Background: an optimization exercise with open tools, aiming at small area. Do not read the settings as production practice. Function was checked by simulation only, so behaviour that the tests miss may differ from the original.

==> inputs of run a <==
Design Lorenz3D, start of the top module:
module Lorenz3D(
    clk,
    rst,
    x_init,
    y_init,
    z_init,
    pinX,
    pinY,
    pinZ,
    x,
    y,
    z
    );
   input wire clk;
   input wire rst;
   input wire [31:0] x_init;
   input wire [31:0] y_init;
   input wire [31:0] z_init;
   output wire pinX;
   output wire pinY;
   output wire pinZ;
   output wire [31:0] x;
   output wire [31:0] y;
   output wire [31:0] z;
   wire [1:0] phase;
   Slowclock clock (.clk(clk), .rst(rst), .phase(phase));
   Lorenz L1 (
     .clk(clk),
     .rst(rst),
     .phase(phase),
     .x_init(x_init),
     .y_init(y_init),
     .z_init(z_init),
     .x(x),
     .y(y),
     .z(z)
   );
   second_DSM_DAC DSA11 (.clk(clk), .rst(rst), .din(x[31:16]), .dout(pinX));
   second_DSM_DAC DSA12 (.clk(clk), .rst(rst), .din(y[31:16]), .dout(pinY));
   second_DSM_DAC DSA13 (.clk(clk), .rst(rst), .din(z[31:16]), .dout(pinZ));
endmodule
==> flow/config.mk <==
export PLATFORM = sky130hd
export DESIGN_NAME = Lorenz3D
export DESIGN_NICKNAME = Lorenz3D
export VERILOG_FILES = /design/flow/design.v
export SDC_FILE = /design/flow/constraint.sdc
export NUM_CORES = 4
export LEC_CHECK = 0
export CAP_MARGIN = 0
export CORE_MARGIN = 2
export CORE_UTILIZATION = 60
export CTS_BUF_LIST = sky130_fd_sc_hd__clkbuf_8
export CTS_CLUSTER_DIAMETER = 50
export CTS_CLUSTER_SIZE = 12
export SLEW_MARGIN = 0
export SYNTH_HIERARCHICAL = 1
==> flow/constraint.sdc <==
create_clock -name core_clock -period 18.0 [get_ports {clk}]
set_input_delay 3.6000 -clock core_clock [delete_from_list [all_inputs] [get_ports {clk}]]
set_output_delay 3.6000 -clock core_clock [all_outputs]
set_load 0.01 [all_outputs]
standard.sh (not shown) runs the stock make flow with config.mk's settings and CLKGATE_MAP_FILE= SYNTH_SCRIPT=/design/flow/synth_recipe.tcl, a recipe that flattens the netlist after the stock synthesis.
==> flow/flow/run.sh <==
#!/bin/bash
# Layout flow: the standard synthesis and layout, with one extra step
# between them: combinational cells that synthesis sized up but that drive
# few loads are set back to their smallest drive strength (registers are
# left as synthesis made them); the layout's own timing repair sizes up
# again wherever timing needs it.  Port buffers use the smallest buffer.
set -euo pipefail
bash standard.sh synth > synth.log 2>&1
RESULTS=orfs/results/$FLOW_PLATFORM/Lorenz3D/base \
  openroad -no_init -exit flow/downsize.tcl > downsize.log 2>&1
BUFFER_PORTS_ARGS="-buffer_cell sky130_fd_sc_hd__buf_1" \
  bash standard.sh > layout.log 2>&1
==> flow/flow/downsize.tcl <==
set odb $::env(RESULTS)/1_synth.odb
read_db $odb
set db [ord::get_db]
set block [ord::get_db_block]
set n 0
set saved 0.0
foreach inst [$block getInsts] {
  set master [$inst getMaster]
  set name [$master getName]
  if {[$master isSequential]} { continue }
  if {![regexp {^(sky130_fd_sc_hd__([a-z0-9]+))_([0-9]+)$} $name -> base func size]} { continue }
  if {[regexp {^(df|edf|sdf|dl|buf|clk|conb|tap|fill|decap|diode|fa$|ha$)} $func]} { continue }
  set fanout 0
  foreach it [$inst getITerms] {
    if {[$it isOutputSignal]} {
      set net [$it getNet]
      if {$net ne "NULL"} {
        incr fanout [expr {[llength [$net getITerms]] + [llength [$net getBTerms]] - 1}]
      }
    }
  }
  if {$fanout > 4} { continue }
  foreach s {0 1} {
    if {$s >= $size} { break }
    set m [$db findMaster ${base}_$s]
    if {$m ne "NULL"} {
      set saved [expr {$saved + ([$master getWidth] - [$m getWidth]) * [$master getHeight] / 1e6}]
      $inst swapMaster $m
      incr n
      break
    }
  }
}
puts "downsized $n instances, [format %.1f $saved] um^2"
write_db $odb
==> inputs of run b, as changes to run a <==
--- a/flow/design.v
+++ b/flow/design.v
@@ -818,23 +818,24 @@
     mac_fa qu23 (.a(acc2[23]), .b(x9s), .c(q22c), .s(s2[23]), .co(q23c));
 endmodule
 module lz_xstep(x, y, xn);
     input  wire [31:0] x;
     input  wire [31:0] y;
     output wire [31:0] xn;
     wire [23:0] dd;    
-    wire d0c, d1s, d1c, d2s, d2c, d3s, d3c, d4s, d4c, d5s, d5c, d6s, d6c, d7s, d7c, d8c;
-    wire d9c, d10c, d11c, d12c, d13c, d14c, d15c, d16c, d17c, d18c, d19c, d20c, d21c, d22c, d23c, d24c;
-    wire d25c, d26c, d27c, d28c, d29c, d30c, d31c, x0c, x1c, x2s, x2c, x3c, x4s, x4c, x5c, x6s;
-    wire x6c, x7c, x8s, x8c, x9c, x10s, x10c, x11c, x12s, x12c, x13c, x14s, x14c, x15c, x16s, x16c;
-    wire x17c, x18s, x18c, x19c, x20s, x20c, x21c, x22s, x22c, x23c, x24s, x24c, x25c, x26s, x26c, x27c;
-    wire x28s, x28c, x29c, x30s, x30c, x31c, x32s, x32c, x33c, x34s, x34c, x35c, x36s, x36c, x37c, x38s;
-    wire x38c, x39c, x40s, x40c, x41c, x42s, x42c, x43c, x44s, x44c, x45c, x46s, x46c, x47c, x48c, x49c;
-    wire x50c, x51c, x52c, x53c;
-    assign d0c = y[0] | ~x[0];
+    wire d0s, d0c, d1s, d1c, d2s, d2c, d3s, d3c, d4s, d4c, d5s, d5c, d6s, d6c, d7s, d7c;
+    wire d8c, d9c, d10c, d11c, d12c, d13c, d14c, d15c, d16c, d17c, d18c, d19c, d20c, d21c, d22c, d23c;
+    wire d24c, d25c, d26c, d27c, d28c, d29c, d30c, d31c, x0c, x1c, x2s, x2c, x3c, x4s, x4c, x5c;
+    wire x6s, x6c, x7c, x8s, x8c, x9c, x10s, x10c, x11c, x12s, x12c, x13c, x14s, x14c, x15c, x16s;
+    wire x16c, x17c, x18s, x18c, x19c, x20s, x20c, x21c, x22s, x22c, x23c, x24s, x24c, x25c, x26s, x26c;
+    wire x27c, x28s, x28c, x29c, x30s, x30c, x31c, x32s, x32c, x33c, x34s, x34c, x35c, x36s, x36c, x37c;
+    wire x38s, x38c, x39c, x40s, x40c, x41c, x42s, x42c, x43c, x44s, x44c, x45s, x45c, x46c, x47s, x47c;
+    wire x48s, x48c, x49c, x50s, x50c, x51c, x52s, x52c, x53c, x54s, x54c, x55c, x56s, x56c, x57c, x58s;
+    wire x58c, x59c, x60s, x60c;
+    mac_maj du0 (.a(y[0]), .b(~x[0]), .c(1'b1), .y(d0c));
     mac_maj du1 (.a(y[1]), .b(~x[1]), .c(d0c), .y(d1c));
     mac_maj du2 (.a(y[2]), .b(~x[2]), .c(d1c), .y(d2c));
     mac_maj du3 (.a(y[3]), .b(~x[3]), .c(d2c), .y(d3c));
     mac_maj du4 (.a(y[4]), .b(~x[4]), .c(d3c), .y(d4c));
     mac_maj du5 (.a(y[5]), .b(~x[5]), .c(d4c), .y(d5c));
     mac_maj du6 (.a(y[6]), .b(~x[6]), .c(d5c), .y(d6c));
     mac_maj du7 (.a(y[7]), .b(~x[7]), .c(d6c), .y(d7c));
@@ -903,24 +904,32 @@
     mac_fa xu37 (.a(x34c), .b(x35c), .c(x36s), .s(xn[20]), .co(x37c));
     mac_fa xu38 (.a(x[21]), .b(dd[18]), .c(dd[20]), .s(x38s), .co(x38c));
     mac_fa xu39 (.a(x36c), .b(x37c), .c(x38s), .s(xn[21]), .co(x39c));
     mac_fa xu40 (.a(x[22]), .b(dd[19]), .c(dd[21]), .s(x40s), .co(x40c));
     mac_fa xu41 (.a(x38c), .b(x39c), .c(x40s), .s(xn[22]), .co(x41c));
     mac_fa xu42 (.a(x[23]), .b(dd[20]), .c(dd[22]), .s(x42s), .co(x42c));
     mac_fa xu43 (.a(x40c), .b(x41c), .c(x42s), .s(xn[23]), .co(x43c));
-    mac_fa xu44 (.a(x[24]), .b(dd[21]), .c(dd[23]), .s(x44s), .co(x44c));
-    mac_fa xu45 (.a(x42c), .b(x43c), .c(x44s), .s(xn[24]), .co(x45c));
-    mac_fa xu46 (.a(x[25]), .b(dd[22]), .c(dd[23]), .s(x46s), .co(x46c));
-    mac_fa xu47 (.a(x44c), .b(x45c), .c(x46s), .s(xn[25]), .co(x47c));
-    mac_fa xu48 (.a(x[26]), .b(x46c), .c(x47c), .s(xn[26]), .co(x48c));
-    mac_fa xu49 (.a(x[27]), .b(dd[23]), .c(x48c), .s(xn[27]), .co(x49c));
-    mac_fa xu50 (.a(x[28]), .b(dd[23]), .c(x49c), .s(xn[28]), .co(x50c));
-    mac_fa xu51 (.a(x[29]), .b(dd[23]), .c(x50c), .s(xn[29]), .co(x51c));
-    mac_fa xu52 (.a(x[30]), .b(dd[23]), .c(x51c), .s(xn[30]), .co(x52c));
-    mac_fa xu53 (.a(x[31]), .b(dd[23]), .c(x52c), .s(xn[31]), .co(x53c));
+    mac_fa xu44 (.a(x[24]), .b(dd[21]), .c(~dd[23]), .s(x44s), .co(x44c));
+    mac_fa xu45 (.a(1'b1), .b(x42c), .c(x43c), .s(x45s), .co(x45c));
+    mac_ha xu46 (.a(x44s), .b(x45s), .s(xn[24]), .co(x46c));
+    mac_fa xu47 (.a(x[25]), .b(dd[22]), .c(1'b1), .s(x47s), .co(x47c));
+    mac_fa xu48 (.a(x44c), .b(x45c), .c(x46c), .s(x48s), .co(x48c));
+    mac_ha xu49 (.a(x47s), .b(x48s), .s(xn[25]), .co(x49c));
+    mac_fa xu50 (.a(x[26]), .b(~dd[23]), .c(x47c), .s(x50s), .co(x50c));
+    mac_fa xu51 (.a(x48c), .b(x49c), .c(x50s), .s(xn[26]), .co(x51c));
+    mac_fa xu52 (.a(x[27]), .b(1'b1), .c(x50c), .s(x52s), .co(x52c));
+    mac_ha xu53 (.a(x51c), .b(x52s), .s(xn[27]), .co(x53c));
+    mac_fa xu54 (.a(x[28]), .b(1'b1), .c(x52c), .s(x54s), .co(x54c));
+    mac_ha xu55 (.a(x53c), .b(x54s), .s(xn[28]), .co(x55c));
+    mac_fa xu56 (.a(x[29]), .b(1'b1), .c(x54c), .s(x56s), .co(x56c));
+    mac_ha xu57 (.a(x55c), .b(x56s), .s(xn[29]), .co(x57c));
+    mac_fa xu58 (.a(x[30]), .b(1'b1), .c(x56c), .s(x58s), .co(x58c));
+    mac_ha xu59 (.a(x57c), .b(x58s), .s(xn[30]), .co(x59c));
+    mac_fa xu60 (.a(x[31]), .b(1'b1), .c(x58c), .s(x60s), .co(x60c));
+    assign xn[31] = x59c ^ x60s;
 endmodule
 module mac_brow(b, one, two, neg, e);
     input  wire [31:0] b;
     input  wire one, two, neg;
     output wire [32:0] e;
     mac_bsel0 s0 (.b0(b[0]), .one(one), .neg(neg), .e(e[0]));
     genvar j;
==> inputs of run c, as changes to run a <==
- CORE_UTILIZATION: 60 -> 70
==> comparison <==
Run b passed the timing, DRC and antenna checks. Run a passed the timing, DRC and antenna checks. Run c passed the timing, DRC and antenna checks.
In run b the via count is smaller than in run c, by 2.5%.
Between run b and run c, the lower synthesized area is in run c (gap about 0.4%, measured against run c).
Against run b, the maximum frequency of run c is smaller by about 1.1%.
Against run c, the final area of run a is larger by 0.41%.
Non-clock buffer count: run b > run a > run c.
Clock skew: run c < run b < run a.
==> figures <==
| metric | run c | run a | run b |
|---|---|---|---|
| Run status | complete, no violations | complete, no violations | complete, no violations |
| Largest incremental delay on the critical path | 0.58 ns | 0.58 ns | 0.57 ns |
| PnR worst setup slack | 0.556 ns | 0.684 ns | 0.755 ns |
| Tightest slew margin relative to the limit | 0.172 | 0.235 | 0.190 |
| CTS clock-pin slew for the worst setup and hold paths | 0.08 ns | 0.08 ns | 0.09 ns |
| Bufs w/o clock | 282 | 284 | 287 |
| Half-perimeter wire length of the detailed placement result | 70600 µm | 72600 µm | 74200 µm |
| Via count | 25000 | 24200 | 24400 |
| Count of inverters not on the clock network in the layout | 161 | 161 | 163 |
| Final standard cell area without fillers | 0.0336 mm² | 0.0337 mm² | 0.0340 mm² |
| Final core utilization | 0.776 | 0.660 | 0.664 |
| Inserted Diodes | 1 | 1 | 0 |

## re-timing with driven ports
How much do the figures lean on ideal ports? The routed layouts below were timed once more, with nothing changed but the port constraints. Step 1: set_driving_cell puts a clkbuf_16 on clk and a buf_2 on each other input, an assumption about the parent block. Step 2 times the ports against the registers' clock, not the clock port: input delays grow and output delays shrink by t, the midpoint of the rising clock arrivals with the driver on. Slacks: ideal / step 1 / step 2; pairs: ideal / step 1.
run | t (ns) | setup slack, ns | worst setup path after step 2 | clock arrival spread, ns | pins driven straight from the clock port
run a | 0.677 | 0.684 / 0.684 / 0.684 | register to register | 0.065 / 0.065 | 1
run b | 0.691 | 0.755 / 0.755 / 0.755 | register to register | 0.054 / 0.054 | 1
run c | 0.665 | 0.556 / 0.556 / 0.556 | register to register | 0.035 / 0.035 | 1
After both steps every run listed still meets setup and hold.
